Source: an optimization exercise on an open RTL-to-GDS flow (aim: small area, a short achievable clock period and few clock cycles). Production flows keep margins and buffers that such runs may drop. At most, simulation tests tie the RTL to the original design; equivalence was not proved. For runs 6 to 8, only the layout was checked, not whether the RTL still works. No activity file was given, so power comes from the tool's default toggle rates.

==> design.v <==
module MU0(in_data, rst_n, clk,
           out_data, out_address, memrq, rnw);
    input  [15:0] in_data;
    input         rst_n, clk;
    output [15:0] out_data;
    output [11:0] out_address;
    output        memrq, rnw;
    reg         ex;      
    reg         fe;      
    reg         rs;      
    reg         sel;     
    reg         ka;      
    reg         ub;      
    reg         sb;      
    reg  [15:0] ir;
    reg  [11:0] pc;
    reg  [15:0] acc;
    wire [3:0] op   = ir[15:12];
    wire       hop  = op[3] | (op[2:0] == 3'b111);
    wire       dop  = ~op[3] & ~op[2];
    wire       jop  = ~op[3] & op[2] & ~(op[1] & op[0]);
    assign out_address = sel ? ir[11:0] : pc;
    assign memrq       = fe | rs | (ex & ~hop);
    assign rnw         = ~(ex & (op == 4'b0001));
    assign out_data    = acc;
    wire [15:0] a_op  = ka ? acc : 16'd0;
    wire [15:0] b_op  = (ub ? in_data : 16'd0) ^ {16{sb}};
    wire [16:0] sum   = {a_op, 1'b1} + {b_op, sb};
    wire [15:0] acc_n = sum[16:1];
    wire        pc_en = fe | (ex & jop);
    wire        nex   = fe | rs | (ex & jop);
    wire [3:0]  nop   = in_data[15:12];
    wire        neg   = acc[15] & ~rs;
    wire        nz    = (|acc) & ~rs;
    wire        ntake = (nop[1:0] == 2'b00) |
                        (nop[1:0] == 2'b01 & ~neg) |
                        (nop[1:0] == 2'b10 & nz);
    wire        sel_n = ~(ex & dop) & ~nop[3] & (~nop[2] | ntake);
    always @(posedge clk) begin
        ir  <= in_data;
        acc <= acc_n;
        if (~rst_n) begin
            ex  <= 1'b0;
            fe  <= 1'b0;
            rs  <= 1'b1;
            sel <= 1'b0;
            ka  <= 1'b0;
            ub  <= 1'b0;
            sb  <= 1'b0;
            pc  <= 12'd0;
        end else begin
            ex  <= nex;
            fe  <= ex & dop;
            rs  <= 1'b0;
            sel <= sel_n;
            ka  <= ~(nex & (nop == 4'b0000));
            ub  <= nex & ~nop[3] & ~nop[2] & (nop[1:0] != 2'b01);
            sb  <= nex & (nop == 4'b0011);
            if (pc_en)
                pc <= out_address + 12'd1;
        end
    end
endmodule
==> flow/run.sh <==
#!/bin/bash
set -euo pipefail
bash standard.sh BUFFER_PORTS_ARGS="-buffer_cell sky130_fd_sc_hd__buf_1" finish > standard.log 2>&1
==> standard.sh <==
#!/bin/bash
# synth_recipe.tcl (not shown) runs the flow's synth.tcl, then flattens the netlist and writes it again
# the make line also repeats each setting of config.mk as NAME=value (left out here)
make -C /OpenROAD-flow-scripts/flow DESIGN_CONFIG=/design/flow/config.mk WORK_HOME=/design/flow/orfs CLKGATE_MAP_FILE= SYNTH_SCRIPT=/design/flow/synth_recipe.tcl "${@:-finish}"
==> config.mk <==
export PLATFORM = sky130hd
export DESIGN_NAME = MU0
export DESIGN_NICKNAME = MU0
export VERILOG_FILES = /design/flow/design.v
export SDC_FILE = /design/flow/constraint.sdc
export NUM_CORES = 4
export LEC_CHECK = 0
export ABC_AREA = 1
export CAP_MARGIN = 20
export CORE_MARGIN = 2
export CORE_UTILIZATION = 50
export SETUP_SLACK_MARGIN = 2.2
export SLEW_MARGIN = 20
==> constraint.sdc <==
create_clock -name core_clock -period 4.5 [get_ports {clk}]
set_input_delay 0.9000 -clock core_clock [delete_from_list [all_inputs] [get_ports {clk}]]
set_output_delay 0.9000 -clock core_clock [all_outputs]
set_load 0.01 [all_outputs]
==> key figures, run 1 <==
STA
  – Hold WS: 0.5259 ns
  – Minimum clock period: ~2.2 ns
  – Final Max Tran Viols: 0
  – Final hold vios: 0
  – Normalized max-slew margin: 52.90%
  – Final setup viols: 0
  – Fin crit share: approximately 49%
  – Post-Route Setup TNS: 0 ns
  – Achievable Freq: 0.4576 GHz
  – Worst clock skew: around 0.0065 ns
  – Worst slew pin tran: 0.7048 ns
  – RSZ-0062 raised after global routing: true

Clock network
  – TritonCTS Buffers: 5
  – CTS tree: built
  – Clock root cell: clkbuf_8
  – TritonCTS sink count: just over 50
  – CTS clk-pin slew, worst paths: 0.10 ns
  – Clock Path Buffers: 2
  – Htree depth: 2
  – Hold buffers post-CTS: 0
  – Clock latency on the worst-skew pair: 0.31 ns

Synth
  – Syn_nets: 498
  – Post-synthesis sequential area ratio: 32.28%
  – Synth top area share: 32.28%
  – Syn avg cell area: 6.817 um^2
  – Ys flop type: dfxtp_1
  – Yosys reg bits: a little over 50
  – Ys Warns: 1
  – Synth Instances: 464
  – Post-synth EDFFs: 0
  – Area leader, netlist: dfxtp_1
  – Syn Std Cell Area: 3163 um^2
  – Distinct cells, synth: 35
  – Synth async-reset ratio: 0%
  – Synth area leaders: dfxtp_1 (32%), nand2_1 (16%), inv_1 (8.7%)

Routing
  – Residual DRC count: 0
  – Router iterations before antenna repair: 4
  – Via count: 2782
  – DRT iter0 DRCs: 96
  – Final WL: 6.878 mm
  – Mean routed wirelength per cell: 11.78 um
  – Vias per Instance: around 4.8
  – Final antenna-violating net count: 0

Placed design
  – IO buf count: 47
  – Placer Congestion: 0.8717
  – Dpl cell area: about 3400 um^2
  – Post-DP HPWL: approximately 5.4 mm

Worst setup path
  – CP max FO: 12
  – CP arrival: 1.29 ns
  – Startpoint types: flop
  – WS Path Type: flop to primary output
  – Worst Path Required: 3.60 ns
  – CP Capture Type: primary output

Flow run
  – Total of max-cap violations: 0

Floorplan
  – Io pins: 48
  – Die H: 83.54 um
  – Die area: 6978 um^2
  – Core area: about 6000 um^2
  – Die X: 83.54 um
  – Starting density of the core: 52.49%
  – Rows: 28

Power and ir drop
  – Switching Power: 0.2733 mW
  – Seq pwr share: 51.4%
  – Clock power share: 33.2%
  – Combinational share of power: 15.4%
  – Peak supply drop: around 0.14 mV
  – Cell-internal power: 0.6938 mW
  – Pwr Density: 269.3 nW/um^2
  – Overall Power: 0.9671 mW
  – LEAKAGE: between 1.5 and 2 nW
  – Switching share of power: between 20% and 30%

Layout
  – Ant. Diodes: 0
  – Post-Route Utilization: 59.59%
  – Area Overhead vs Synth: 13.53%
  – Sequential Area: 1030 um^2
  – Leading cell type in the layout, fill and taps excluded: nand2_1
  – Final Instance Area: ~3600 um^2
  – Commonest cells after routing, fill and taps aside: nand2_1 (134), inv_1 (72), dfxtp_1 (48), buf_1 (44), nor2_1 (35)
  – Share of cells above drive strength 1: roughly an eighth
  – Multi-input logic area: between 1500 and 2000 um^2
  – Fillers: roughly 600
  – Nets: 543

Global routing
  – Initial antenna violation count: 0
  – Vias in the first global route: 2662
  – Grt ovf: 0
  – Global-route usage over all layers: 20.73%
  – First-pass GRT wire length: 11.98 mm
  – Largest net degree at the start of global routing: 24

Status
  – Status: complete, no violations

Hold path
  – Hold crit path type: flop to flop
## worst paths after layout
path | start | cells past startpoint | slack, ns | endpoint
worst max-delay path | sel | 5 | 2.31 | out_address[11]
worst min-delay path | pc[1] | 2 | 0.53 | pc[1]
worst min register to register | pc[1] | 2 | 0.53 | pc[1]
worst max register to register | ka | 9 | 2.47 | acc[6]
## power groups by stage
stage	combinational (mW)	clock [mW]	sequential, mW
2_1_floorplan	0.104	0	0.505
3_3_place_gp	0.142	0	0.508
3_5_place_dp	0.143	0	0.509
4_1_cts	0.143	0.329	0.499
5_1_grt	0.170	0.345	0.500
6_report	0.149	0.321	0.497
## flip-flops by register name, indices dropped and copies added, names as in the netlist
signal,count
ub,1
rs,1
ex,1
ka,1
pc,12
ir,16
fe,1
acc,16
sel,1
sb,1
## logic make-up (layout without fill, tap and decap cells)
family                     Yosys count  in the layout  synth area share, %
AOI/OAI and AO/OA                   43             43                7.555
xor gates and xnor gates            31             31                8.584
adders and majority gates           16             16                6.329
buffers and inverters               86            131                11.23
DFF                                 51             51                32.28
and+or+nand+nor                    237            237                34.02
## through the flow
stage | std cells | setup slack [ns]
floorplan | 464 | 2.253
global placement | 575 | 1.939
detailed placement | 575 | 1.919
CTS | 582 | 2.050
global route | 584 | 2.164
finish | 584 | 2.315
## routing by layer
metal,vias up,track usage (%),share of wire (%)
li1,1521,-,-
met1,1216,27.28,49
met2,38,36.14,47
met3,7,2.967,2.8
met4,0,4.545,1.2
met5,-,0,0
## cell type report
class / instances / share of cell area [%]
flip-flops and latches: 51 / 28.68
inverters: 75 / 7.909
clock inverters: 2 / 1.045
well taps: 75 / 2.613
repair buffers: 49 / 5.436
multi-input cells: 327 / 52.40
clock buffers: 5 / 1.916
## Yosys cell counts, drive strengths merged (2+ instances only)
master,instances
a21o,3
a21oi,20
buf,6
clkbuf,5
dfxtp,51
ha,16
inv,75
nand2,154
nand3,26
nand3b,3
nand4,4
nor2,40
nor3,4
nor4,3
o21ai,16
o21bai,2
or2,2
xnor2,5
xor2,26
## critical path, cell delays in order (launching register included)
cell and delay [ns]:
dfxtp_4 0.38, inv_4 0.08, or2_1 0.20, o21ai_0 0.10
inv_1 0.08, buf_1 0.14
## timing repair
| action | in CTS | in global routing |
|---|---|---|
| gates resized for setup | 2 | 30 |
| pin swaps | 0 | 2 |
| buffers inserted | 0 | 2 |
| setup endpoints to repair | 24 | 16 |
| hold endpoints to repair | 0 | 0 |
Testbench counts, summed over its fixed seeds: cycles 33,132.
==> run 2: changes to the inputs <==
--- a/config.mk
+++ b/config.mk
@@ -8,6 +8,7 @@
 export ABC_AREA = 1
 export CAP_MARGIN = 20
 export CORE_MARGIN = 2
-export CORE_UTILIZATION = 50
+export CORE_UTILIZATION = 40
+export CTS_BUF_LIST = sky130_fd_sc_hd__clkbuf_16
 export SETUP_SLACK_MARGIN = 2.2
 export SLEW_MARGIN = 20
==> key figures, run 2 <==
Status
  – Status: complete, no violations

Worst setup path
  – CP arrival: 2.37 ns (+1.08 ns)
  – R2R Path Start: sb
  – R2r setup slk: 2.41 ns (-0.06 ns)
  – CP peak stage delay: 0.39 ns (about the same)
  – CP max stage cell: ha_2
  – Worst Path Required: 4.68 ns (+1.08 ns)
  – Worst reg2reg path endpoint: acc[15]
  – Crit path buf inv count: 2 (-1)
  – CP max FO: 5 (-7)
  – Cells on worst reg2reg path: 8 (-1)
  – WS Path Type: input port to flop
  – Top cell family by delay on the critical path: simple AND/OR/NAND/NOR gates
  – Startpoint types: input port
  – CP cell instances: clkbuf_2 -> nand2_1 -> xor2_1 -> inv_1 -> ha_2 -> nand2_2 -> nor4_2 -> nand2_1 -> nand3b_1 -> nand2_1
  – CP dominant cell by count: nand2_1
  – CP Capture Type: flop

Layout
  – Commonest cells after routing, fill and taps aside: nand2_1 (132), inv_1 (73), dfxtp_1 (48), buf_1 (44), nor2_1 (35)
  – Leading cell type in the layout, fill and taps excluded: nand2_1
  – Post-Route Utilization: 49.24% (-10 points)
  – Nets: 544 (+0.18%)
  – Top flop regs: acc: 16 flops, ir: 16 flops, pc: 12 flops
  – Share of cells above drive strength 1: 14.51% (+2.1 points)
  – Fillers: 798 (+33%)
  – Ant. Diodes: 0 (unchanged)
  – Multi-input logic area: 1981 um^2 (+5.3%)
  – Area Overhead vs Synth: 19.66%
  – Sequential Area: 1027 um^2 (-0.24%)

Floorplan
  – Die area: 8635 um^2 (+24%)
  – Die H: 92.93 um (+11%)
  – Io pins: 48 (unchanged)
  – Rows: 32 (+14%)
  – Starting density of the core: 41.15% (-11 points)
  – Core area: 7687 um^2 (+28%)
  – Die X: 92.93 um (+11%)

STA
  – RSZ-0062 raised after global routing: true
  – Post-Route Setup TNS: 0 ns (unchanged)
  – Worst slew pin tran: 0.7112 ns (+0.006455 ns)
  – Achievable Freq: 0.4556 GHz (-0.42%)
  – Final setup viols: 0 (unchanged)
  – Final hold vios: 0 (unchanged)
  – Worst clock skew: 0.003587 ns (-0.002938 ns)
  – Normalized max-slew margin: 52.47% (-0.43 points)
  – Final Max Tran Viols: 0 (unchanged)
  – Minimum clock period: 2.195 ns (+0.009240 ns)
  – Fin crit share: 48.77% (+0.21 points)

Synth
  – Syn avg cell area: 6.817 um^2 (unchanged)
  – Ys flop type: dfxtp_1
  – Syn Std Cell Area: 3163 um^2 (unchanged)
  – Synth async-reset ratio: 0% (unchanged)
  – Post-synth EDFFs: 0 (unchanged)
  – Most common cell in the synthesized netlist: nand2_1
  – Ys Warns: 1 (unchanged)
  – Synth cell count leaders: nand2_1 (139), inv_1 (73), dfxtp_1 (51)
  – Area leader, netlist: dfxtp_1
  – Synth top area share: 32.28% (unchanged)
  – Synth Instances: 464 (unchanged)
  – Yosys reg bits: 51 (unchanged)
  – Distinct cells, synth: 35 (unchanged)
  – Post-synthesis sequential area ratio: 32.28% (unchanged)
  – Synth area leaders: dfxtp_1 (32%), nand2_1 (16%), inv_1 (8.7%)
  – Syn_nets: 498 (unchanged)

Global routing
  – M2 GR Usage: 29.89% (-6.3 points)
  – Global-route usage over all layers: 16.94% (-3.8 points)
  – Largest net degree at the start of global routing: 24 (unchanged)
  – Vias in the first global route: 2648 (-0.53%)
  – First-pass GRT wire length: 11.79 mm (-1.6%)
  – GR peak layer: met2
  – Initial antenna violation count: 0 (unchanged)
  – Grt ovf: 0 (unchanged)
  – Met1 Use GR: 21.78% (-5.5 points)
  – Met3 Usage GRT: 2.766% (-0.20 points)

Routing
  – DRT iter0 DRCs: 134 (+40%)
  – Final WL: 7.309 mm (+6.3%)
  – Residual DRC count: 0 (unchanged)
  – Final antenna-violating net count: 0 (unchanged)
  – Via count: 2843 (+2.2%)
  – Router iterations before antenna repair: 4 (unchanged)
  – Mean routed wirelength per cell: 11.94 um (+1.4%)
  – Vias per Instance: 4.645 (-2.5%)

Clock network
  – Clock latency on the worst-skew pair: 0.28 ns (-0.03 ns)
  – TritonCTS Buffers: 5 (unchanged)
  – Clock Path Buffers: 2 (unchanged)
  – TritonCTS sink count: 51 (unchanged)
  – CTS tree: built
  – Clock root cell: clkbuf_16
  – CTS clk-pin slew, worst paths: 0.07 ns (-0.03 ns)
  – Htree depth: 2 (unchanged)
  – Hold buffers post-CTS: 0 (unchanged)

Hold path
  – WHS Endpoint: pc[1]
  – Min-delay src: pc[1]
  – WHS Path Cells: 2 (unchanged)
  – Hold crit path type: flop to flop

Power and ir drop
  – Switching Power: 0.2828 mW (+3.5%)
  – Pwr Density: 284.9 nW/um^2 (+5.8%)
  – LEAKAGE: 1.920 nW (+0.92%)
  – Peak supply drop: 0.2417 mV (+74%)
  – Clock power share: 39.1% (+5.9 points)
  – Seq pwr share: 46.1% (-5.3 points)
  – Combinational share of power: 14.9% (-0.5 points)
  – Cell-internal power: 0.7954 mW (+15%)
  – Switching share of power: 26.23% (-2.0 points)

Placed design
  – Post-DP HPWL: 5.551 mm (+2.7%)
  – IO buf count: 47 (unchanged)
  – Placer Congestion: 0.8622 (-1.1%)

Flow run
  – Total of max-cap violations: 0 (unchanged)
-- run 2: how the worst max path moves through the flow --
stage	startpoint	to	slack [ns]	cells past startpoint
after detailed placement	in_data[12]	acc[13]	1.92	11
after global placement	in_data[3]	acc[10]	1.91	12
after global routing	in_data[10]	acc[15]	2.18	12
after floorplan	in_data[3]	acc[10]	2.25	11
after CTS	sel	out_address[11]	2.08	5
final	in_data[12]	acc[15]	2.31	10
-- run 2: timing repair --
item | CTS | global route
gates resized for setup | 2 | 41
setup endpoints to repair | 24 | 15
buffers inserted | 0 | 3
pin swaps | 0 | 6
-- run 2: stage by stage --
stage / worst slack (ns) / hold WS [ns] / instances / area [um^2] / power [mW]
after CTS: 2.078 / 0.5321 / 609 / 3558 / 1.077
after detailed placement: 1.917 / 0.5170 / 602 / 3393 / 0.6533
final: 2.305 / 0.5228 / 612 / 3785 / 1.078
after global placement: 1.910 / 0.4980 / 602 / 3393 / 0.6516
after floorplan: 2.253 / 0.4746 / 464 / 3163 / 0.6083
after global routing: 2.182 / 0.5920 / 612 / 3785 / 1.134
-- run 2: metal layers --
| layer | routed length (um) | share of wire (%) |
|---|---|---|
| met5 | 0 | 0 |
| met1 | 3401 | 47 |
| met2 | 3621 | 50 |
| met3 | 232 | 3.2 |
| met4 | 53 | 0.73 |
-- run 2: cell type report --
type                       instances  share of cell area (%)
clock buffer                       5                   3.306
clock inverter                     2                  0.9917
inverter                          75                   7.504
multi-input combinational        327                   52.33
sequential                        51                   27.14
tap                              102                   3.372
timing repair buffer              50                   5.355
-- run 2: power by group through the flow --
stage                     Clock (mW)  Sequential [mW]  Combinational (mW)
final                          0.421            0.497               0.160
after global routing           0.456            0.500               0.178
after CTS                      0.433            0.498               0.146
after detailed placement           0            0.508               0.145
after global placement             0            0.508               0.144
after floorplan                    0            0.505               0.104
-- run 2: worst reg2reg max path, cell delays in order (launching register included) --
cell and delay, ns:
dfxtp_2 0.67, xor2_1 0.22, inv_1 0.08, ha_2 0.39
nand2_2 0.10, nor4_2 0.27, nand2_1 0.11, nand3b_1 0.09
nand2_1 0.06
-- run 2: logic make-up (layout without fill, tap and decap cells) --
kind of cell / after synthesis / after routing / synth area share [%]
compound gates: 43 / 43 / 7.555
xor+xnor: 31 / 31 / 8.584
fa+ha+maj: 16 / 16 / 6.329
buf+inv: 86 / 132 / 11.23
flops: 51 / 51 / 32.28
simple gates: 237 / 237 / 34.02
==> run 3: changes to the inputs <==
--- a/config.mk
+++ b/config.mk
@@ -9,6 +9,7 @@
 export CAP_MARGIN = 20
 export CORE_MARGIN = 2
 export CORE_UTILIZATION = 40
-export CTS_BUF_LIST = sky130_fd_sc_hd__clkbuf_16
+export CTS_CLUSTER_DIAMETER = 100
+export CTS_CLUSTER_SIZE = 50
 export SETUP_SLACK_MARGIN = 2.2
 export SLEW_MARGIN = 20
==> key figures, run 3 <==
Synth
  – Synth top area share: 32.28% (unchanged)
  – Post-synth EDFFs: 0 (unchanged)
  – Most common cell in the synthesized netlist: nand2_1
  – Distinct cells, synth: 35 (unchanged)
  – Syn avg cell area: 6.817 um^2 (unchanged)
  – Synth async-reset ratio: 0% (unchanged)
  – Synth area leaders: dfxtp_1 (32%), nand2_1 (16%), inv_1 (8.7%)
  – Post-synthesis sequential area ratio: 32.28% (unchanged)
  – Ys Warns: 1 (unchanged)
  – Synth Instances: 464 (unchanged)
  – Ys flop type: dfxtp_1
  – Yosys reg bits: 51 (unchanged)
  – Synth cell count leaders: nand2_1 (139), inv_1 (73), dfxtp_1 (51)
  – Syn_nets: 498 (unchanged)
  – Syn Std Cell Area: 3163 um^2 (unchanged)
  – Area leader, netlist: dfxtp_1

STA
  – Worst slew pin tran: 0.7087 ns (-0.002514 ns)
  – Setup ws final: 2.294 ns (-0.01151 ns)
  – Worst clock skew: 0.004197 ns (+0.0006100 ns)
  – Achievable Freq: 0.4533 GHz (-0.52%)
  – Fin crit share: 49.03% (+0.26 points)
  – RSZ-0062 raised after global routing: true
  – Minimum clock period: 2.206 ns (+0.01151 ns)
  – Normalized max-slew margin: 52.64% (+0.17 points)
  – Final hold vios: 0 (unchanged)
  – Final Max Tran Viols: 0 (unchanged)
  – Post-Route Setup TNS: 0 ns (unchanged)
  – Final setup viols: 0 (unchanged)

Worst setup path
  – CP startpoint: sel
  – CP peak stage delay: 0.38 ns (about the same)
  – Worst Path Required: 3.60 ns (-1.08 ns)
  – Startpoint types: flop
  – CP arrival: 1.31 ns (-1.06 ns)
  – Top cell family by delay on the critical path: flip-flops
  – Crit path buf inv count: 3 (+1)
  – Worst reg2reg path endpoint: acc[10]
  – CP max stage cell: dfxtp_4
  – CP Capture Point: out_address[11]
  – CP max FO: 12 (+7)
  – Critical Path Stages: 5 (-5)
  – WS Path Type: flop to primary output
  – R2r setup slk: 2.43 ns (+0.02 ns)
  – CP Capture Type: primary output
  – CP cell instances: inv_4 -> or2_1 -> o21ai_0 -> inv_1 -> buf_1
  – R2R Path Start: ka
  – Cells on worst reg2reg path: 10 (+2)

Placed design
  – Pre-CTS setup slack: 1.917 ns (unchanged)
  – IO buf count: 47 (unchanged)
  – Post-DP HPWL: 5.551 mm (unchanged)
  – Dpl cell area: 3393 um^2 (unchanged)
  – Placer Congestion: 0.8622 (unchanged)

Routing
  – Residual DRC count: 0 (unchanged)
  – Mean routed wirelength per cell: 11.82 um (-1.0%)
  – Final antenna-violating net count: 0 (unchanged)
  – DRT iter0 DRCs: 139 (+3.7%)
  – Final WL: 7.212 mm (-1.3%)
  – Via count: 2835 (-0.28%)
  – Router iterations before antenna repair: 4 (unchanged)
  – Vias per Instance: 4.648 (about the same)

Floorplan
  – Die X: 92.93 um (unchanged)
  – Core area: 7687 um^2 (unchanged)
  – Io pins: 48 (unchanged)
  – Die area: 8635 um^2 (unchanged)
  – Rows: 32 (unchanged)
  – Die H: 92.93 um (unchanged)
  – Starting density of the core: 41.15% (unchanged)

Layout
  – Fillers: 817 (+2.4%)
  – Final Instance Area: 3627 um^2 (-4.2%)
  – Leading cell type in the layout, fill and taps excluded: nand2_1
  – Commonest cells after routing, fill and taps aside: nand2_1 (133), inv_1 (73), dfxtp_1 (48), buf_1 (45), nor2_1 (35)
  – Ant. Diodes: 0 (unchanged)
  – Top flop regs: acc: 16 flops, ir: 16 flops, pc: 12 flops
  – Area Overhead vs Synth: 14.68%
  – Nets: 542 (-0.37%)
  – Share of cells above drive strength 1: 12.01% (-2.5 points)

Clock network
  – TritonCTS Buffers: 5 (unchanged)
  – Clock Path Buffers: 2 (unchanged)
  – Htree depth: 2 (unchanged)
  – Hold buffers post-CTS: 0 (unchanged)
  – TritonCTS sink count: 51 (unchanged)
  – Clock latency on the worst-skew pair: 0.30 ns (+0.02 ns)
  – Clock root cell: clkbuf_8
  – CTS clk-pin slew, worst paths: 0.09 ns (+0.02 ns)
  – CTS tree: built

Global routing
  – Largest net degree at the start of global routing: 24 (unchanged)
  – Initial antenna violation count: 0 (unchanged)
  – Global-route usage over all layers: 17.14% (+0.21 points)
  – Vias in the first global route: 2644 (-0.15%)
  – Grt ovf: 0 (unchanged)
  – First-pass GRT wire length: 11.81 mm (+0.23%)

Flow run
  – Total of max-cap violations: 0 (unchanged)

Status
  – Status: complete, no violations

Power and ir drop
  – Pwr Density: 266.0 nW/um^2 (-6.6%)
  – LEAKAGE: 1.897 nW (-1.2%)
  – Peak supply drop: 0.1237 mV (-49%)
  – Overall Power: 0.9650 mW (-10%)

Hold path
  – Hold crit path type: flop to flop
## run 3: changes by cell type in the layout (fill, tap and decap cells not counted), moves of 5 or more
| cell | previous run | this run |
|---|---|---|
| ha_4 | 9 | 4 |
| clkbuf_16 | 5 | 0 |
| clkbuf_8 | 0 | 5 |
| ha_1 | 3 | 9 |
## run 3: layer usage
metal / routed length, um / GRT usage [%] / up-vias / part of all wire, %
met5: 0 / 0 / - / 0
met4: 47 / 4.902 / 0 / 0.65
met3: 213 / 2.766 / 4 / 3.0
met2: 3515 / 30.01 / 49 / 49
met1: 3435 / 21.68 / 1263 / 48
li1: - / - / 1519 / -
## run 3: worst register-to-register path, cell delays in order (launching register included)
cell and delay (ns):
dfxtp_1 0.75, nand2_1 0.11, inv_1 0.08, ha_2 0.30
a21oi_2 0.21, nor2_1 0.06, nor2_1 0.11, nand2_2 0.10
nand2_1 0.07, nand2_1 0.05, xor2_1 0.13
## run 3: where the power goes
group,leakage [nW],switching (mW),internal [mW]
clock,0.0502,0.152,0.163
combinational,1.42,0.0994,0.0550
sequential,0.423,0.0189,0.477
## run 3: worst min path at each step
stage,startpoint,endpoint,slack [ns],cells after the start
detailed placement,pc[1],pc[1],0.52,2
global placement,pc[1],pc[1],0.50,2
finish,pc[1],pc[1],0.53,2
global route,ir[14],fe,0.60,3
floorplan,pc[1],pc[1],0.47,2
CTS,pc[1],pc[1],0.54,2
## run 3: kinds of logic (layout without fill, tap and decap cells)
kind of cell,Yosys count,in the layout,synth area share [%]
fa+ha+maj,16,16,6.329
buf+inv,86,130,11.23
xor+xnor,31,31,8.584
flops,51,51,32.28
simple gates,237,237,34.02
compound gates,43,43,7.555
## run 3: area by class of cell
cell class                 instances  area [um^2]  area share, %
timing repair buffer              48        186.4          5.140
multi-input combinational        327         1893          52.19
tap                              102        127.6          3.518
clock buffer                       5        68.82          1.897
sequential                        51         1030          28.39
clock inverter                     2        37.54          1.035
inverter                          75        284.0          7.830
## run 3: timing repair
item,in CTS,in global routing
endpoints found under the setup margin,24,20
resized for setup,2,29
setup buffers,0,1
endpoints found under the hold margin,0,0
## run 3: stage by stage
stage	std cells	util [%]	hold WS, ns
6_report	610	47.18	0.5287
5_1_grt	610	47.18	0.5961
4_1_cts	609	45.56	0.5387
3_5_place_dp	602	44.14	0.5170
3_3_place_gp	602	44.14	0.4980
2_1_floorplan	464	-	0.4746
==> run 4: changes to the inputs <==
--- a/config.mk
+++ b/config.mk
@@ -6,10 +6,8 @@
 export NUM_CORES = 4
 export LEC_CHECK = 0
 export ABC_AREA = 1
-export CAP_MARGIN = 20
+export CAP_MARGIN = 0
 export CORE_MARGIN = 2
 export CORE_UTILIZATION = 40
-export CTS_CLUSTER_DIAMETER = 100
-export CTS_CLUSTER_SIZE = 50
 export SETUP_SLACK_MARGIN = 2.2
-export SLEW_MARGIN = 20
+export SLEW_MARGIN = 0
==> key figures, run 4 <==
Status
  – Status: complete, no violations

STA
  – Fin crit share: 49.03% (unchanged)
  – RSZ-0062 raised after global routing: true
  – Achievable Freq: 0.4533 GHz (unchanged)
  – Normalized max-slew margin: 52.64% (unchanged)
  – Minimum clock period: 2.206 ns (unchanged)
  – Final Max Tran Viols: 0 (unchanged)
  – Worst slew pin tran: 0.7087 ns (unchanged)
  – Worst clock skew: 0.004197 ns (unchanged)
  – Final setup viols: 0 (unchanged)
  – Post-Route Setup TNS: 0 ns (unchanged)
  – Final hold vios: 0 (unchanged)

Global routing
  – Largest net degree at the start of global routing: 24 (unchanged)
  – Initial antenna violation count: 0 (unchanged)
  – First-pass GRT wire length: 11.81 mm (unchanged)
  – Global-route usage over all layers: 17.14% (unchanged)
  – Grt ovf: 0 (unchanged)
  – Vias in the first global route: 2644 (unchanged)

Flow run
  – Total of max-cap violations: 0 (unchanged)

Clock network
  – CTS clk-pin slew, worst paths: 0.09 ns (about the same)
  – Hold buffers post-CTS: 0 (unchanged)
  – TritonCTS sink count: 51 (unchanged)
  – CTS tree: built
  – Clock Path Buffers: 2 (unchanged)
  – Clock latency on the worst-skew pair: 0.30 ns (about the same)
  – Clock root cell: clkbuf_8
  – Htree depth: 2 (unchanged)
  – TritonCTS Buffers: 5 (unchanged)

Synth
  – Ys flop type: dfxtp_1
  – Area leader, netlist: dfxtp_1
  – Synth Instances: 464 (unchanged)
  – Distinct cells, synth: 35 (unchanged)
  – Synth cell count leaders: nand2_1 (139), inv_1 (73), dfxtp_1 (51)
  – Post-synthesis sequential area ratio: 32.28% (unchanged)
  – Ys Warns: 1 (unchanged)
  – Synth area leaders: dfxtp_1 (32%), nand2_1 (16%), inv_1 (8.7%)
  – Post-synth EDFFs: 0 (unchanged)
  – Syn avg cell area: 6.817 um^2 (unchanged)
  – Syn_nets: 498 (unchanged)
  – Synth async-reset ratio: 0% (unchanged)
  – Syn Std Cell Area: 3163 um^2 (unchanged)
  – Yosys reg bits: 51 (unchanged)
  – Synth top area share: 32.28% (unchanged)
  – Most common cell in the synthesized netlist: nand2_1

Routing
  – Residual DRC count: 0 (unchanged)
  – Router iterations before antenna repair: 4 (unchanged)
  – Vias per Instance: 4.648 (unchanged)
  – DRT iter0 DRCs: 139 (unchanged)
  – Final WL: 7.212 mm (unchanged)
  – Final antenna-violating net count: 0 (unchanged)
  – Via count: 2835 (unchanged)
  – Mean routed wirelength per cell: 11.82 um (unchanged)

Power and ir drop
  – Combinational share of power: 16.0% (about the same)
  – Cell-internal power: 0.6945 mW (unchanged)
  – Overall Power: 0.9650 mW (unchanged)
  – Pwr Density: 266.0 nW/um^2 (unchanged)
  – Switching Power: 0.2704 mW (unchanged)
  – LEAKAGE: 1.897 nW (unchanged)
  – Seq pwr share: 51.4% (about the same)
  – Clock power share: 32.6% (about the same)
  – Switching share of power: 28.03% (unchanged)
  – Peak supply drop: 0.1237 mV (unchanged)

Layout
  – Area Overhead vs Synth: 14.68% (unchanged)
  – Ant. Diodes: 0 (unchanged)
  – Post-Route Utilization: 47.18% (unchanged)
  – Fin cells: 610 (unchanged)
  – Leading cell type in the layout, fill and taps excluded: nand2_1
  – Top flop regs: acc: 16 flops, ir: 16 flops, pc: 12 flops
  – Share of cells above drive strength 1: 12.01% (unchanged)
  – Commonest cells after routing, fill and taps aside: nand2_1 (133), inv_1 (73), dfxtp_1 (48), buf_1 (45), nor2_1 (35)
  – Final Instance Area: 3627 um^2 (unchanged)
  – Nets: 542 (unchanged)

Hold path
  – WHS Endpoint: pc[1]
  – Min-delay src: pc[1]
  – Hold crit path type: flop to flop
  – WHS Path Cells: 2 (unchanged)

Floorplan
  – Io pins: 48 (unchanged)
  – Starting density of the core: 41.15% (unchanged)
  – Rows: 32 (unchanged)
  – Die X: 92.93 um (unchanged)
  – Die H: 92.93 um (unchanged)
  – Die area: 8635 um^2 (unchanged)
  – Core area: 7687 um^2 (unchanged)

Worst setup path
  – CP peak stage delay: 0.38 ns (about the same)
  – WS Path Type: flop to primary output
  – CP Capture Type: primary output
  – CP startpoint: sel
  – R2r setup slk: 2.43 ns (about the same)
  – R2R Path Start: ka
  – CP arrival: 1.31 ns (about the same)
  – CP cell instances: inv_4 -> or2_1 -> o21ai_0 -> inv_1 -> buf_1
  – CP max FO: 12 (unchanged)
  – Startpoint types: flop
  – Cells on worst reg2reg path: 10 (unchanged)
  – CP max stage cell: dfxtp_4
  – Worst Path Required: 3.60 ns (about the same)
  – Worst reg2reg path endpoint: acc[10]

Placed design
  – Post-DP HPWL: 5.551 mm (unchanged)
  – Placer Congestion: 0.8622 (unchanged)
  – Dpl cells: 602 (unchanged)
  – IO buf count: 47 (unchanged)
  – Dpl cell area: 3393 um^2 (unchanged)
-- run 4: cell counts after synthesis --
Identical to the previous run, type by type.
-- run 4: logic make-up (layout without fill, tap and decap cells) --
kind of cell    Yosys count  in the layout  share of synthesized area (%)
compound gates           43             43                          7.555
xor+xnor                 31             31                          8.584
fa+ha+maj                16             16                          6.329
buf+inv                  86            130                          11.23
flops                    51             51                          32.28
simple gates            237            237                          34.02
-- run 4: timing repair --
action / 4_1_cts / 5_1_grt
gates resized for setup: 2 / 29
endpoints found under the hold margin: 0 / 0
setup buffers: 0 / 1
endpoints found under the setup margin: 24 / 20
-- run 4: area by class of cell --
type | instances | area, um^2
fillers | 817 | 4060
multi-input cells | 327 | 1893
flip-flops and latches | 51 | 1030
inverters | 75 | 284.0
repair buffers | 48 | 186.4
well taps | 102 | 127.6
clock buffers | 5 | 68.82
clock inverters | 2 | 37.54
-- run 4: how the worst max path moves through the flow --
stage,end,slack [ns]
6_report,out_address[11],2.29
5_1_grt,acc[12],2.18
4_1_cts,out_address[11],2.04
3_5_place_dp,acc[13],1.92
3_3_place_gp,acc[10],1.91
2_1_floorplan,acc[10],2.25
-- run 4: metal layers --
metal  wire (um)  vias to the layer above  global-route usage (%)
li1            -                     1519                       -
met5           0                        -                       0
met1        3435                     1263                   21.68
met3         213                        4                   2.766
met2        3515                       49                   30.01
met4          47                        0                   4.902
-- run 4: through the flow --
stage | setup WS [ns] | hold slack (ns)
global route | 2.183 | 0.5961
finish | 2.294 | 0.5287
CTS | 2.044 | 0.5387
detailed placement | 1.917 | 0.5170
global placement | 1.910 | 0.4980
floorplan | 2.253 | 0.4746
-- run 4: critical path, delay by kind of cell, from the launching register on --
family	cells	cell delay (ns)
compound gates	1	0.11
simple gates	1	0.21
buf+inv	3	0.31
flops	1	0.38
-- run 4: power groups by stage --
| stage | registers [mW] | clock network [mW] | logic [mW] |
|---|---|---|---|
| 2_1_floorplan | 0.505 | 0 | 0.104 |
| 3_3_place_gp | 0.508 | 0 | 0.144 |
| 3_5_place_dp | 0.508 | 0 | 0.145 |
| 4_1_cts | 0.498 | 0.329 | 0.146 |
| 5_1_grt | 0.500 | 0.349 | 0.173 |
| 6_report | 0.496 | 0.315 | 0.154 |
==> run 5: changes to the inputs <==
==> config.mk (replaced) <==
export PLATFORM = sky130hd
export DESIGN_NAME = MU0
export DESIGN_NICKNAME = MU0
export VERILOG_FILES = /design/flow/design.v
export SDC_FILE = /design/flow/constraint.sdc
export NUM_CORES = 4
export LEC_CHECK = 0
export CAP_MARGIN = 0
export CORE_MARGIN = 2
export CORE_UTILIZATION = 60
export SETUP_SLACK_MARGIN = 2.0
export SLEW_MARGIN = 0
==> key figures, run 5 <==
Routing
  – Via count: 2578 (-9.1%)
  – Residual DRC count: 0 (unchanged)
  – Mean routed wirelength per cell: 14.53 um (+23%)
  – DRT iter0 DRCs: 94 (-32%)
  – Vias per Instance: 5.617 (+21%)
  – Final WL: 6.671 mm (-7.5%)
  – Router iterations before antenna repair: 5 (+1)
  – Final antenna-violating net count: 0 (unchanged)

Power and ir drop
  – Combinational share of power: 16.9% (+0.9 points)
  – Switching share of power: 27.53% (-0.50 points)
  – Cell-internal power: 0.7208 mW (+3.8%)
  – Peak supply drop: 0.1481 mV (+20%)
  – LEAKAGE: 1.547 nW (-18%)
  – Seq pwr share: 51.5% (about the same)
  – Pwr Density: 287.0 nW/um^2 (+7.9%)
  – Switching Power: 0.2738 mW (+1.2%)
  – Clock power share: 31.7% (-0.9 points)
  – Overall Power: 0.9946 mW (+3.1%)

Placed design
  – IO buf count: 47 (unchanged)
  – Pre-CTS setup slack: 1.595 ns (-0.3229 ns)
  – Placer Congestion: 0.8534 (-1.0%)
  – Post-DP HPWL: 4.976 mm (-10%)

Clock network
  – TritonCTS Buffers: 5 (unchanged)
  – TritonCTS sink count: 51 (unchanged)
  – CTS tree: built
  – Htree depth: 2 (unchanged)
  – Clock root cell: clkbuf_8
  – Clock latency on the worst-skew pair: 0.30 ns (about the same)
  – CTS clk-pin slew, worst paths: 0.09 ns (about the same)
  – Clock Path Buffers: 2 (unchanged)

Synth
  – Ys Warns: 1 (unchanged)
  – Syn avg cell area: 8.851 um^2 (+30%)
  – Synth cell count leaders: dfxtp_1 (51), nand2_1 (49), xnor2_1 (23)
  – Most common cell in the synthesized netlist: dfxtp_1
  – Area leader, netlist: dfxtp_1
  – Synth area leaders: dfxtp_1 (34%), xnor2_1 (6.8%), ha_1 (6.7%)
  – Post-synthesis sequential area ratio: 34.33% (+2.1 points)
  – Syn_nets: 370 (-26%)
  – Synth async-reset ratio: 0% (unchanged)
  – Post-synth EDFFs: 0 (unchanged)
  – Syn Std Cell Area: 2974 um^2 (-6.0%)
  – Yosys reg bits: 51 (unchanged)
  – Synth top area share: 34.33% (+2.1 points)
  – Ys flop type: dfxtp_1
  – Synth Instances: 336 (-28%)
  – Distinct cells, synth: 56 (+60%)

Hold path
  – Hold crit path type: flop to flop
  – WHS Path Cells: 2 (unchanged)

Status
  – Status: complete, no violations

STA
  – Worst clock skew: 0.005161 ns (+0.0009643 ns)
  – Achievable Freq: 0.4012 GHz (-11%)
  – Final Max Tran Viols: 0 (unchanged)
  – Normalized max-slew margin: 35.39% (-17 points)
  – Final setup viols: 0 (unchanged)
  – RSZ-0062 raised after global routing: true
  – Fin crit share: 55.39% (+6.4 points)
  – Final hold vios: 0 (unchanged)
  – Post-Route Setup TNS: 0 ns (unchanged)
  – Setup ws final: 2.007 ns (-0.2865 ns)
  – Worst slew pin tran: 0.9646 ns (+0.2559 ns)
  – Minimum clock period: 2.493 ns (+0.2865 ns)

Worst setup path
  – Cells on worst reg2reg path: 7 (-3)
  – CP max FO: 4 (-8)
  – Startpoint types: input port
  – WS Path Type: input port to flop
  – CP Capture Type: flop
  – Worst Path Required: 4.72 ns (+1.12 ns)
  – CP arrival: 2.71 ns (+1.40 ns)

Global routing
  – Met1 Use GR: 35.49% (+14 points)
  – Vias in the first global route: 2279 (-14%)
  – Largest net degree at the start of global routing: 20 (-17%)
  – Met3 Usage GRT: 3.523% (+0.76 points)
  – Grt ovf: 0 (unchanged)
  – GR peak layer: met2
  – First-pass GRT wire length: 10.74 mm (-9.1%)
  – Global-route usage over all layers: 24.87% (+7.7 points)
  – Initial antenna violation count: 0 (unchanged)
  – M2 GR Usage: 40.51% (+10 points)

Floorplan
  – Rows: 25 (-22%)
  – Starting density of the core: 62.55% (+21 points)
  – Core area: 4755 um^2 (-38%)
  – Die area: 5536 um^2 (-36%)
  – Die X: 74.41 um (-20%)
  – Die H: 74.41 um (-20%)
  – Io pins: 48 (unchanged)

Layout
  – Share of cells above drive strength 1: 15.31% (+3.3 points)
  – Nets: 425 (-22%)
  – Leading cell type in the layout, fill and taps excluded: dfxtp_1
  – Post-Route Utilization: 72.89% (+26 points)
  – Commonest cells after routing, fill and taps aside: dfxtp_1 (47), nand2_1 (46), buf_1 (43), xnor2_1 (21), a21oi_1 (19)
  – Area Overhead vs Synth: 16.53%
  – Top flop regs: acc: 16 flops, ir: 16 flops, pc: 12 flops
  – Ant. Diodes: 0 (unchanged)

Flow run
  – Total of max-cap violations: 0 (unchanged)
==> run 5: cell types whose count changed in the layout (fill, tap and decap cells not counted), sizes merged, moves of 17 or more <==
cell | before | now
inv | 75 | 9
nand2 | 154 | 49
nor2 | 40 | 13
xnor2 | 5 | 23
xor2 | 26 | 9
==> run 5: logic make-up after synthesis <==
group	count (synthesis)	synth area share, %
fa+ha+maj	16	6.731
buf+inv	19	3.029
compound gates	71	17.71
simple gates	132	22.80
flops	51	34.33
mux	14	5.217
xor+xnor	33	10.18
==> run 5: final cells by class <==
cell class	instances	area, um^2
Clock buffer	5	68.82
Inverter	9	33.78
Clock inverter	3	43.79
Multi-Input combinational cell	266	1937
Tap cell	67	83.83
Sequential cell	51	1028
Timing Repair Buffer	58	270.3
Fill cell	394	1289
==> run 5: final timing paths <==
kind,slack (ns),end,from
max,2.01,acc[14],in_data[2]
min,0.46,pc[1],pc[1]
max reg2reg,2.06,acc[14],sb
min reg2reg,0.46,pc[1],pc[1]
==> run 5: per-layer routing <==
metal / share of wire [%] / up-vias / routed length [um]
met5: 0 / - / 0
met3: 4.4 / 6 / 294
met1: 46 / 1197 / 3085
li1: - / 1318 / -
met4: 0.48 / 0 / 32
met2: 49 / 57 / 3258
==> run 5: worst max-delay path: stages <==
cell and delay, ns:
buf_6 0.07, nand2_2 0.04, xnor2_1 0.14, ha_1 0.37, a21o_1 0.22, a221oi_4 0.35
o211ai_2 0.15, a31o_1 0.25, a311oi_2 0.23
==> run 5: stage by stage <==
step	hold slack [ns]	cells	instance area, um^2
finish	0.4582	459	3466
global route	0.5014	459	3466
CTS	0.4581	450	3333
detailed placement	0.4452	440	3186
global placement	0.4379	440	3186
floorplan	0.4312	336	2982
==> run 5: timing repair <==
| item | 4_1_cts | 5_1_grt |
|---|---|---|
| cloned | 0 | 0 |
| setup endpoints to repair | 22 | 9 |
| hold buffers | 0 | 0 |
| pin swaps | 2 | 12 |
| buffers inserted | 2 | 9 |
| resized for setup | 7 | 18 |
==> run 5: power by group through the flow <==
stage / registers (mW) / clock network [mW] / logic (mW)
after floorplan: 0.516 / 0 / 0.110
after global placement: 0.521 / 0 / 0.155
after detailed placement: 0.520 / 0 / 0.157
after CTS: 0.510 / 0.323 / 0.160
after global routing: 0.517 / 0.340 / 0.185
final: 0.512 / 0.315 / 0.168
==> run 6: changes to the inputs <==
--- a/design.v
+++ b/design.v
@@ -9,6 +9,7 @@
     reg         fe;      
     reg         rs;      
     reg         sel;     
+    reg         pcs;     
     reg         ka;      
     reg         ub;      
     reg         sb;      
@@ -19,7 +20,7 @@
     wire       hop  = op[3] | (op[2:0] == 3'b111);
     wire       dop  = ~op[3] & ~op[2];
     wire       jop  = ~op[3] & op[2] & ~(op[1] & op[0]);
-    assign out_address = sel ? ir[11:0] : pc;
+    assign out_address = {pcs ? pc[11:6] : ir[11:6], sel ? ir[5:0] : pc[5:0]};
     assign memrq       = fe | rs | (ex & ~hop);
     assign rnw         = ~(ex & (op == 4'b0001));
     assign out_data    = acc;
@@ -44,6 +45,7 @@
             fe  <= 1'b0;
             rs  <= 1'b1;
             sel <= 1'b0;
+            pcs <= 1'b1;
             ka  <= 1'b0;
             ub  <= 1'b0;
             sb  <= 1'b0;
@@ -53,6 +55,7 @@
             fe  <= ex & dop;
             rs  <= 1'b0;
             sel <= sel_n;
+            pcs <= ~sel_n;
             ka  <= ~(nex & (nop == 4'b0000));
             ub  <= nex & ~nop[3] & ~nop[2] & (nop[1:0] != 2'b01);
             sb  <= nex & (nop == 4'b0011);
==> config.mk (replaced) <==
export PLATFORM = sky130hd
export DESIGN_NAME = MU0
export DESIGN_NICKNAME = MU0
export VERILOG_FILES = /design/flow/design.v
export SDC_FILE = /design/flow/constraint.sdc
export NUM_CORES = 4
export LEC_CHECK = 0
export ABC_AREA = 1
export CAP_MARGIN = 20
export CORE_MARGIN = 2
export CORE_UTILIZATION = 40
export SETUP_SLACK_MARGIN = 2.0
export SLEW_MARGIN = 20
==> key figures, run 6 <==
Synth
  – Ys Warns: 1 (unchanged)
  – Most common cell in the synthesized netlist: nand2_1
  – Distinct cells, synth: 33 (-41%)
  – Syn Std Cell Area: 3146 um^2 (+5.8%)
  – Synth cell count leaders: nand2_1 (150), inv_1 (74), dfxtp_1 (52)
  – Syn avg cell area: 6.721 um^2 (-24%)
  – Synth async-reset ratio: 0% (unchanged)
  – Yosys reg bits: 52 (+2.0%)
  – Post-synth EDFFs: 0 (unchanged)
  – Synth Instances: 468 (+39%)
  – Post-synthesis sequential area ratio: 33.09% (-1.2 points)
  – Synth area leaders: dfxtp_1 (33%), nand2_1 (18%), inv_1 (8.8%)
  – Synth top area share: 33.09% (-1.2 points)
  – Area leader, netlist: dfxtp_1
  – Syn_nets: 502 (+36%)
  – Ys flop type: dfxtp_1

Power and ir drop
  – Switching Power: 0.2660 mW (-2.8%)
  – Cell-internal power: 0.7569 mW (+5.0%)
  – LEAKAGE: 1.957 nW (+27%)
  – Seq pwr share: 49.6% (-1.9 points)
  – Clock power share: 36.2% (+4.5 points)
  – Peak supply drop: 0.1244 mV (-16%)
  – Pwr Density: 289.1 nW/um^2 (+0.74%)
  – Switching share of power: 26.01% (-1.5 points)
  – Combinational share of power: 14.2% (-2.7 points)

STA
  – RSZ-0062 raised after global routing: false
  – Worst clock skew: 0.008375 ns (+0.003214 ns)
  – Worst slew pin tran: 0.7151 ns (-0.2495 ns)
  – Fin crit share: 51.20% (-4.2 points)
  – Normalized max-slew margin: 52.21% (+17 points)
  – Final Max Tran Viols: 0 (unchanged)
  – Minimum clock period: 2.304 ns (-0.1888 ns)
  – Achievable Freq: 0.4340 GHz (+8.2%)
  – Final setup viols: 0 (unchanged)
  – Post-Route Setup TNS: 0 ns (unchanged)
  – Final hold vios: 0 (unchanged)

Global routing
  – M2 GR Usage: 29.87% (-11 points)
  – First-pass GRT wire length: 11.99 mm (+12%)
  – Met1 Use GR: 22.10% (-13 points)
  – Largest net degree at the start of global routing: 24 (+20%)
  – Grt ovf: 0 (unchanged)
  – GR peak layer: met2
  – Initial antenna violation count: 0 (unchanged)
  – Vias in the first global route: 2637 (+16%)
  – Met3 Usage GRT: 2.848% (-0.68 points)
  – Global-route usage over all layers: 17.28% (-7.6 points)

Placed design
  – Placer Congestion: 0.8817 (+3.3%)
  – Post-DP HPWL: 5.448 mm (+9.5%)
  – IO buf count: 47 (unchanged)

Layout
  – Leading cell type in the layout, fill and taps excluded: nand2_1
  – Area Overhead vs Synth: 12.49%
  – Top flop regs: acc: 16 flops, ir: 16 flops, pc: 12 flops
  – Post-Route Utilization: 46.03% (-27 points)
  – Share of cells above drive strength 1: 5.848% (-9.5 points)
  – Ant. Diodes: 0 (unchanged)
  – Nets: 547 (+29%)
  – Commonest cells after routing, fill and taps aside: nand2_1 (150), inv_1 (74), dfxtp_1 (50), buf_1 (47), nor2_1 (36)

Floorplan
  – Die area: 8590 um^2 (+55%)
  – Starting density of the core: 40.92% (-22 points)
  – Rows: 32 (+28%)
  – Die H: 92.68 um (+25%)
  – Core area: 7687 um^2 (+62%)
  – Io pins: 48 (unchanged)
  – Die X: 92.68 um (+25%)

Clock network
  – Clock Path Buffers: 2 (unchanged)
  – Setup Buffers After CTS: 0 (-2)
  – Clock latency on the worst-skew pair: 0.30 ns (about the same)
  – TritonCTS Buffers: 5 (unchanged)
  – Htree depth: 2 (unchanged)
  – CTS clk-pin slew, worst paths: 0.09 ns (about the same)
  – TritonCTS sink count: 52 (+2.0%)
  – Hold buffers post-CTS: 0 (unchanged)
  – CTS tree: built
  – Post-CTS sizing: 1 (-6)
  – Clock root cell: clkbuf_8

Worst setup path
  – WS Path Type: flop to primary output
  – CP Capture Type: primary output
  – Worst Path Required: 3.60 ns (-1.12 ns)
  – CP arrival: 1.40 ns (-1.31 ns)
  – CP max FO: 7 (+3)
  – Startpoint types: flop

Routing
  – DRT iter0 DRCs: 122 (+30%)
  – Final WL: 6.908 mm (+3.6%)
  – Mean routed wirelength per cell: 11.23 um (-23%)
  – Final antenna-violating net count: 0 (unchanged)
  – Via count: 2832 (+9.9%)
  – Vias per Instance: 4.605 (-18%)
  – Router iterations before antenna repair: 4 (-1)
  – Residual DRC count: 0 (unchanged)

Flow run
  – Total of max-cap violations: 0 (unchanged)

Hold path
  – Hold crit path type: flop to flop

Status
  – Status: complete, no violations
run 6: cell count changes after synthesis, moves of 9 or more:
cell	before	now
nand3_1	10	24
xor2_1	9	26
and2_1	17	2
mux2_2	9	0
inv_1	8	74
nand2_1	49	150
nor2_1	13	36
xnor2_1	23	5
run 6: layout make-up:
class | instances | area [um^2]
Timing Repair Buffer | 47 | 176.4
Inverter | 77 | 289.0
Fill cell | 825 | 4149
Multi-Input combinational cell | 330 | 1773
Sequential cell | 52 | 1044
Clock buffer | 5 | 68.82
Clock inverter | 2 | 60.06
Tap cell | 102 | 127.6
run 6: final timing paths:
check | from | to | slack [ns] | depth (start not counted)
worst max-delay path | pcs | out_address[11] | 2.20 | 5
worst min-delay path | pc[1] | pc[1] | 0.53 | 2
worst max register to register | sb | acc[14] | 2.27 | 11
worst min register to register | pc[1] | pc[1] | 0.53 | 2
run 6: power groups by stage:
stage                     combinational, mW  sequential [mW]  clock (mW)
after floorplan                       0.101            0.516           0
after global placement                0.145            0.518           0
after detailed placement              0.146            0.519           0
after CTS                             0.147            0.508       0.379
after global routing                  0.166            0.512       0.399
final                                 0.145            0.507       0.370
run 6: metal layers:
layer  vias up  share of wire (%)
li1       1522                  -
met3         9                4.5
met5         -                  0
met1      1237                 46
met2        64                 48
met4         0                1.4
run 6: per-stage QoR:
stage	power [mW]	hold WS [ns]	setup WS, ns	instance area (um^2)	instances
after floorplan	0.6165	0.4752	2.251	3146	468
after global placement	0.6634	0.5010	1.871	3403	608
after detailed placement	0.6645	0.5156	1.887	3403	608
after CTS	1.034	0.5367	2.165	3533	615
after global routing	1.077	0.5462	2.004	3538	615
final	1.023	0.5347	2.196	3538	615
run 6: cells by family after synthesis:
family | share of synthesized area (%)
compound gates | 7.200
xor+xnor | 8.632
fa+ha+maj | 6.364
flops | 33.09
buf+inv | 10.66
simple gates | 34.05
run 6: worst max-delay path: stages (launching register included):
cell	delay, ns
dfxtp_1	0.47
inv_2	0.10
or2_1	0.21
o21ai_0	0.10
inv_1	0.10
buf_1	0.13
==> run 7: changes to the inputs <==
--- a/config.mk
+++ b/config.mk
@@ -9,5 +9,5 @@
 export CAP_MARGIN = 20
 export CORE_MARGIN = 2
 export CORE_UTILIZATION = 40
-export SETUP_SLACK_MARGIN = 2.0
+export SETUP_SLACK_MARGIN = 2.2
 export SLEW_MARGIN = 20
==> key figures, run 7 <==
Status
  – Status: complete, no violations

Routing
  – Router iterations before antenna repair: 5 (+1)
  – Final WL: 7.092 mm (+2.7%)
  – Residual DRC count: 0 (unchanged)
  – Via count: 2846 (+0.49%)
  – Final antenna-violating net count: 0 (unchanged)
  – Mean routed wirelength per cell: 11.48 um (+2.2%)
  – DRT iter0 DRCs: 91 (-25%)
  – Vias per Instance: 4.605 (about the same)

Floorplan
  – Die X: 92.68 um (unchanged)
  – Io pins: 48 (unchanged)
  – Die H: 92.68 um (unchanged)
  – Starting density of the core: 40.92% (unchanged)
  – Die area: 8590 um^2 (unchanged)
  – Rows: 32 (unchanged)
  – Core area: 7687 um^2 (unchanged)

Worst setup path
  – CP dominant cell by count: nand2_1
  – CP cell instances: buf_1 -> nand2_1 -> xor2_1 -> inv_1 -> ha_1 -> a21oi_1 -> o21ai_2 -> nand2_1 -> nand2_2 -> nand3b_1 -> nand2_1 -> nand2_1 -> nand2_1
  – WS Path Type: input port to flop
  – CP peak stage delay: 0.33 ns (-0.14 ns)
  – CP max stage cell: ha_1
  – CP Capture Type: flop
  – CP arrival: 2.42 ns (+1.02 ns)
  – CP max FO: 4 (-3)
  – Startpoint types: input port
  – Worst Path Required: 4.71 ns (+1.11 ns)

Layout
  – Ant. Diodes: 0 (unchanged)
  – Final Instance Area: 3646 um^2 (+3.0%)
  – Share of cells above drive strength 1: 10.08% (+4.2 points)
  – Leading cell type in the layout, fill and taps excluded: nand2_1
  – Post-Route Utilization: 47.43% (+1.4 points)
  – Area Overhead vs Synth: 15.91%
  – Nets: 550 (+0.55%)
  – Commonest cells after routing, fill and taps aside: nand2_1 (147), inv_1 (72), dfxtp_1 (48), buf_1 (45), nor2_1 (36)
  – Top flop regs: acc: 16 flops, ir: 16 flops, pc: 12 flops
  – Fin cells: 618 (+0.49%)

Clock network
  – Htree depth: 2 (unchanged)
  – TritonCTS Buffers: 5 (unchanged)
  – CTS tree: built
  – Clock Path Buffers: 2 (unchanged)
  – CTS clk-pin slew, worst paths: 0.10 ns (about the same)
  – Clock latency on the worst-skew pair: 0.30 ns (about the same)
  – TritonCTS sink count: 52 (unchanged)
  – Clock root cell: clkbuf_8

Placed design
  – IO buf count: 47 (unchanged)
  – Dpl cell area: 3403 um^2 (unchanged)
  – Dpl cells: 608 (unchanged)
  – Post-DP HPWL: 5.448 mm (unchanged)
  – Placer Congestion: 0.8817 (unchanged)

Power and ir drop
  – Seq pwr share: 49.4% (-0.2 points)
  – LEAKAGE: 1.958 nW (about the same)
  – Peak supply drop: 0.1246 mV (+0.16%)
  – Combinational share of power: 14.6% (+0.4 points)
  – Switching Power: 0.2680 mW (+0.72%)
  – Clock power share: 36.0% (-0.2 points)
  – Cell-internal power: 0.7603 mW (+0.44%)
  – Pwr Density: 282.0 nW/um^2 (-2.4%)
  – Switching share of power: 26.06% (+0.053 points)
  – Overall Power: 1.028 mW (+0.52%)

Synth
  – Area leader, netlist: dfxtp_1
  – Synth Instances: 468 (unchanged)
  – Syn avg cell area: 6.721 um^2 (unchanged)
  – Synth async-reset ratio: 0% (unchanged)
  – Post-synth EDFFs: 0 (unchanged)
  – Distinct cells, synth: 33 (unchanged)
  – Post-synthesis sequential area ratio: 33.09% (unchanged)
  – Synth top area share: 33.09% (unchanged)
  – Syn Std Cell Area: 3146 um^2 (unchanged)
  – Ys Warns: 1 (unchanged)
  – Most common cell in the synthesized netlist: nand2_1
  – Syn_nets: 502 (unchanged)
  – Synth cell count leaders: nand2_1 (150), inv_1 (74), dfxtp_1 (52)
  – Synth area leaders: dfxtp_1 (33%), nand2_1 (18%), inv_1 (8.8%)
  – Yosys reg bits: 52 (unchanged)
  – Ys flop type: dfxtp_1

Global routing
  – Grt ovf: 0 (unchanged)
  – Vias in the first global route: 2637 (unchanged)
  – Initial antenna violation count: 0 (unchanged)
  – First-pass GRT wire length: 11.99 mm (unchanged)
  – Largest net degree at the start of global routing: 24 (unchanged)
  – Global-route usage over all layers: 17.28% (unchanged)

STA
  – Final hold vios: 0 (unchanged)
  – Worst clock skew: 0.007923 ns (-0.0004520 ns)
  – Minimum clock period: 2.217 ns (-0.08698 ns)
  – Fin crit share: 49.27% (-1.9 points)
  – Final setup viols: 0 (unchanged)
  – Post-Route Setup TNS: 0 ns (unchanged)
  – Worst slew pin tran: 0.7070 ns (-0.008107 ns)
  – RSZ-0062 raised after global routing: true
  – Achievable Freq: 0.4511 GHz (+3.9%)
  – Normalized max-slew margin: 52.75% (+0.54 points)
  – Final Max Tran Viols: 0 (unchanged)

Flow run
  – Total of max-cap violations: 0 (unchanged)

Hold path
  – Hold crit path type: flop to flop
## run 7: cell types whose count changed in the layout (fill, tap and decap cells not counted), sizes merged
| cell | delta |
|---|---|
| buf | +1 |
| clkbuf | +2 |
## run 7: cells by family after synthesis
kind of cell               count (synthesis)  synth area share [%]
and+or+nand+nor                          242                 34.05
xor gates and xnor gates                  31                 8.632
buffers and inverters                     86                 10.66
AOI/OAI and AO/OA                         41                 7.200
DFF                                       52                 33.09
adders and majority gates                 16                 6.364
## run 7: final timing paths
kind | end | slack (ns) | cells past startpoint | start
setup / recovery | acc[14] | 2.28 | 13 | in_data[1]
hold / removal | pc[1] | 0.54 | 2 | pc[1]
setup reg to reg | acc[14] | 2.30 | 11 | sb
hold reg to reg | pc[1] | 0.54 | 2 | pc[1]
## run 7: worst max-delay path, delay by kind of cell
kind | cells | cell delay [ns]
AND/OR/NAND/NOR | 7 | 0.57
adder cells (fa/ha/maj) | 1 | 0.33
AO/OA/AOI/OAI | 2 | 0.33
XOR/XNOR | 1 | 0.15
buffers and inverters | 2 | 0.14
## run 7: power by group through the flow
stage / Sequential, mW / Combinational [mW] / Clock, mW
3_5_place_dp: 0.519 / 0.146 / 0
3_3_place_gp: 0.518 / 0.145 / 0
4_1_cts: 0.508 / 0.147 / 0.379
6_report: 0.508 / 0.150 / 0.370
5_1_grt: 0.512 / 0.171 / 0.399
2_1_floorplan: 0.516 / 0.101 / 0
## run 7: timing repair
action,CTS,global route
endpoints found under the hold margin,0,0
setup endpoints to repair,13,14
gates resized for setup,2,23
setup buffers,0,3
hold buffers,0,0
pin swaps,0,6
## run 7: metrics by stage
stage | setup WS (ns) | hold WS, ns
2_1_floorplan | 2.251 | 0.4752
3_3_place_gp | 1.871 | 0.5010
3_5_place_dp | 1.887 | 0.5156
4_1_cts | 2.207 | 0.5367
5_1_grt | 2.135 | 0.5462
6_report | 2.283 | 0.5351
## run 7: cell type report
type | count | area (um^2)
multi-input cells | 330 | 1851
fillers | 819 | 4041
clock buffers | 5 | 68.82
repair buffers | 50 | 201.4
inverters | 77 | 289.0
clock inverters | 2 | 60.06
flip-flops and latches | 52 | 1049
well taps | 102 | 127.6
## run 7: per-layer routing
layer	wire length [um]	global-route usage, %
met2	3439	29.87
met4	120	5.270
met5	0	0
met1	3242	22.10
met3	290	2.848
==> run 8: changes to the inputs <==
--- a/design.v
+++ b/design.v
@@ -9,7 +9,6 @@
     reg         fe;      
     reg         rs;      
     reg         sel;     
-    reg         pcs;     
     reg         ka;      
     reg         ub;      
     reg         sb;      
@@ -20,14 +19,14 @@
     wire       hop  = op[3] | (op[2:0] == 3'b111);
     wire       dop  = ~op[3] & ~op[2];
     wire       jop  = ~op[3] & op[2] & ~(op[1] & op[0]);
-    assign out_address = {pcs ? pc[11:6] : ir[11:6], sel ? ir[5:0] : pc[5:0]};
+    assign out_address = sel ? ir[11:0] : pc;
     assign memrq       = fe | rs | (ex & ~hop);
     assign rnw         = ~(ex & (op == 4'b0001));
     assign out_data    = acc;
-    wire [15:0] a_op  = ka ? acc : 16'd0;
-    wire [15:0] b_op  = (ub ? in_data : 16'd0) ^ {16{sb}};
-    wire [16:0] sum   = {a_op, 1'b1} + {b_op, sb};
-    wire [15:0] acc_n = sum[16:1];
+    wire [15:0] a_op  = (ka ? acc : 16'd0) ^ {16{sb}};
+    wire [15:0] b_op  = ub ? in_data : 16'd0;
+    wire [15:0] sum   = a_op + b_op;
+    wire [15:0] acc_n = sum ^ {16{sb}};
     wire        pc_en = fe | (ex & jop);
     wire        nex   = fe | rs | (ex & jop);
     wire [3:0]  nop   = in_data[15:12];
@@ -45,7 +44,6 @@
             fe  <= 1'b0;
             rs  <= 1'b1;
             sel <= 1'b0;
-            pcs <= 1'b1;
             ka  <= 1'b0;
             ub  <= 1'b0;
             sb  <= 1'b0;
@@ -55,7 +53,6 @@
             fe  <= ex & dop;
             rs  <= 1'b0;
             sel <= sel_n;
-            pcs <= ~sel_n;
             ka  <= ~(nex & (nop == 4'b0000));
             ub  <= nex & ~nop[3] & ~nop[2] & (nop[1:0] != 2'b01);
             sb  <= nex & (nop == 4'b0011);
==> key figures, run 8 <==
Worst setup path
  – Worst Path Required: 4.73 ns (+0.02 ns)
  – CP arrival: 2.43 ns (about the same)
  – Crit path buf inv count: 3 (+1)
  – CP max stage cell: nor4_1
  – CP max FO: 6 (+2)
  – Critical Path Stages: 11 (-2)
  – CP Capture Type: flop
  – Startpoint types: input port
  – CP dominant cell by count: nand2_1
  – Top cell family by delay on the critical path: simple AND/OR/NAND/NOR gates
  – CP cell instances: buf_1 -> nand2_1 -> inv_1 -> ha_1 -> nand2_1 -> nor4_1 -> nand2_4 -> nand2_1 -> nand2_1 -> nand2_1 -> inv_1
  – WS Path Type: input port to flop
  – CP peak stage delay: 0.48 ns (+0.15 ns)
  – Cells on worst reg2reg path: 11 (unchanged)

Synth
  – Synth cell count leaders: nand2_1 (134), inv_1 (67), dfxtp_1 (51)
  – Ys flop type: dfxtp_1
  – Yosys reg bits: 51 (-1.9%)
  – Ys Warns: 1 (unchanged)
  – Most common cell in the synthesized netlist: nand2_1
  – Synth top area share: 32.25% (-0.84 points)
  – Synth Instances: 456 (-2.6%)
  – Synth area leaders: dfxtp_1 (32%), nand2_1 (16%), xor2_1 (9.1%)
  – Post-synth EDFFs: 0 (unchanged)
  – Synth async-reset ratio: 0% (unchanged)
  – Syn avg cell area: 6.942 um^2 (+3.3%)
  – Post-synthesis sequential area ratio: 32.25% (-0.84 points)
  – Syn Std Cell Area: 3166 um^2 (+0.64%)
  – Area leader, netlist: dfxtp_1
  – Syn_nets: 491 (-2.2%)
  – Distinct cells, synth: 33 (unchanged)

Layout
  – Fin cells: 608 (-1.6%)
  – Fillers: 819 (unchanged)
  – Nets: 540 (-1.8%)
  – Ant. Diodes: 0 (unchanged)
  – Leading cell type in the layout, fill and taps excluded: nand2_1
  – Multi-input logic area: 1872 um^2 (+1.1%)
  – Share of cells above drive strength 1: 11.07% (+0.99 points)
  – Top flop regs: acc: 16 flops, ir: 16 flops, pc: 12 flops
  – Area Overhead vs Synth: 16.05%
  – Sequential Area: 1030 um^2 (-1.8%)
  – Commonest cells after routing, fill and taps aside: nand2_1 (127), inv_1 (64), dfxtp_1 (48), buf_1 (46), xor2_1 (32)

Clock network
  – Htree depth: 2 (unchanged)
  – CTS clk-pin slew, worst paths: 0.10 ns (about the same)
  – Clock Path Buffers: 2 (unchanged)
  – Clock root cell: clkbuf_8
  – CTS tree: built
  – Hold buffers post-CTS: 0 (unchanged)
  – TritonCTS Buffers: 5 (unchanged)
  – TritonCTS sink count: 51 (-1.9%)
  – Clock latency on the worst-skew pair: 0.31 ns (about the same)

Routing
  – DRT iter0 DRCs: 124 (+36%)
  – Final antenna-violating net count: 0 (unchanged)
  – Mean routed wirelength per cell: 12.04 um (+5.0%)
  – Via count: 2832 (-0.49%)
  – Vias per Instance: 4.658 (+1.1%)
  – Router iterations before antenna repair: 4 (-1)
  – Final WL: 7.323 mm (+3.3%)
  – Residual DRC count: 0 (unchanged)

Placed design
  – IO buf count: 47 (unchanged)
  – Placer Congestion: 0.8312 (-5.7%)
  – Post-DP HPWL: 5.718 mm (+5.0%)
  – Dpl cells: 594 (-2.3%)

Power and ir drop
  – Peak supply drop: 0.1343 mV (+7.8%)
  – Pwr Density: 277.1 nW/um^2 (-1.7%)
  – LEAKAGE: 1.880 nW (-3.9%)

STA
  – Final Max Tran Viols: 0 (unchanged)
  – Final hold vios: 0 (unchanged)
  – Hold WS: 0.5326 ns (-0.002486 ns)
  – Minimum clock period: 2.203 ns (-0.01351 ns)
  – Achievable Freq: 0.4538 GHz (+0.61%)
  – Post-Route Setup TNS: 0 ns (unchanged)
  – Worst clock skew: 0.005185 ns (-0.002738 ns)
  – Normalized max-slew margin: 52.62% (-0.13 points)
  – Fin crit share: 48.97% (-0.30 points)
  – Worst slew pin tran: 0.7089 ns (+0.001948 ns)
  – RSZ-0062 raised after global routing: false
  – Final setup viols: 0 (unchanged)

Floorplan
  – Core area: 7687 um^2 (unchanged)
  – Starting density of the core: 41.18% (+0.26 points)
  – Rows: 32 (unchanged)
  – Io pins: 48 (unchanged)
  – Die H: 92.96 um (+0.30%)
  – Die X: 92.96 um (+0.30%)
  – Die area: 8642 um^2 (+0.61%)

Status
  – Status: complete, no violations

Global routing
  – Vias in the first global route: 2764 (+4.8%)
  – First-pass GRT wire length: 12.62 mm (+5.2%)
  – Largest net degree at the start of global routing: 24 (unchanged)
  – Global-route usage over all layers: 18.12% (+0.84 points)
  – Initial antenna violation count: 0 (unchanged)
  – Grt ovf: 0 (unchanged)

Flow run
  – Total of max-cap violations: 0 (unchanged)

Hold path
  – Hold crit path type: flop to flop
  – WHS Path Cells: 2 (unchanged)
[run 8: cell types whose count changed after synthesis, sizes merged, moves of 6 or more]
cell / previous run / this run
nand3: 26 / 16
inv: 77 / 68
nand2: 158 / 149
xor2: 26 / 33
nor2: 40 / 34
[run 8: logic make-up (layout without fill, tap and decap cells)]
kind of cell | Yosys count | after routing | synth area share, %
AND/OR/NAND/NOR | 220 | 220 | 31.03
buffers and inverters | 81 | 131 | 10.32
adder cells (fa/ha/maj) | 17 | 17 | 6.956
XOR/XNOR | 43 | 43 | 11.90
AO/OA/AOI/OAI | 44 | 44 | 7.550
flip-flops | 51 | 51 | 32.25
[run 8: where the power goes]
group	internal [mW]	total [mW]	switching, mW
Combinational	0.0633	0.170	0.106
Sequential	0.480	0.501	0.0210
Clock	0.183	0.348	0.165
[run 8: metrics by stage]
| step | setup WS, ns | cell area (um^2) | util [%] | total power [mW] |
|---|---|---|---|---|
| after floorplan | 2.217 | 3173 | - | 0.6233 |
| after global placement | 1.695 | 3417 | 44.45 | 0.6718 |
| after detailed placement | 1.560 | 3417 | 44.45 | 0.6746 |
| after CTS | 2.191 | 3576 | 46.52 | 1.023 |
| after global routing | 2.200 | 3674 | 47.79 | 1.075 |
| final | 2.297 | 3674 | 47.79 | 1.018 |
[run 8: layer usage]
metal	part of all wire (%)	track usage, %	vias to the layer above
li1	-	-	1497
met1	47	23.99	1262
met2	47	29.95	60
met3	3.9	2.522	13
met4	2.3	6.740	0
met5	0	0	-
[run 8: layout make-up]
cell class	count	share of cell area (%)
sequential	51	28.03
clock inverter	2	1.056
timing repair buffer	54	6.778
tap	102	3.474
clock buffer	6	2.248
inverter	69	7.459
multi-input combinational	324	50.95
[run 8: path summary, 6_finish.rpt]
kind,slack [ns],to,startpoint
setup / recovery,2.30,acc[14],in_data[13]
hold / removal,0.53,pc[1],pc[1]
setup reg to reg,2.34,acc[14],sb
hold reg to reg,0.53,pc[1],pc[1]
[run 8: worst register-to-register path: stages, from the launching register on]
cell and delay [ns]:
dfxtp_1 0.37, buf_12 0.14, clkinv_8 0.10, xor2_1 0.18, ha_1 0.39, nand2_1 0.11, nor4_1 0.50, nand2_4 0.07
nand2_1 0.07, nand2_1 0.04, nand2_1 0.06, inv_1 0.03
[run 8: what timing repair did]
item / CTS / global route
setup endpoints to repair: 27 / 9
cloned: 0 / 0
resized for setup: 9 / 20
pin swaps: 0 / 6
buffers inserted: 1 / 5
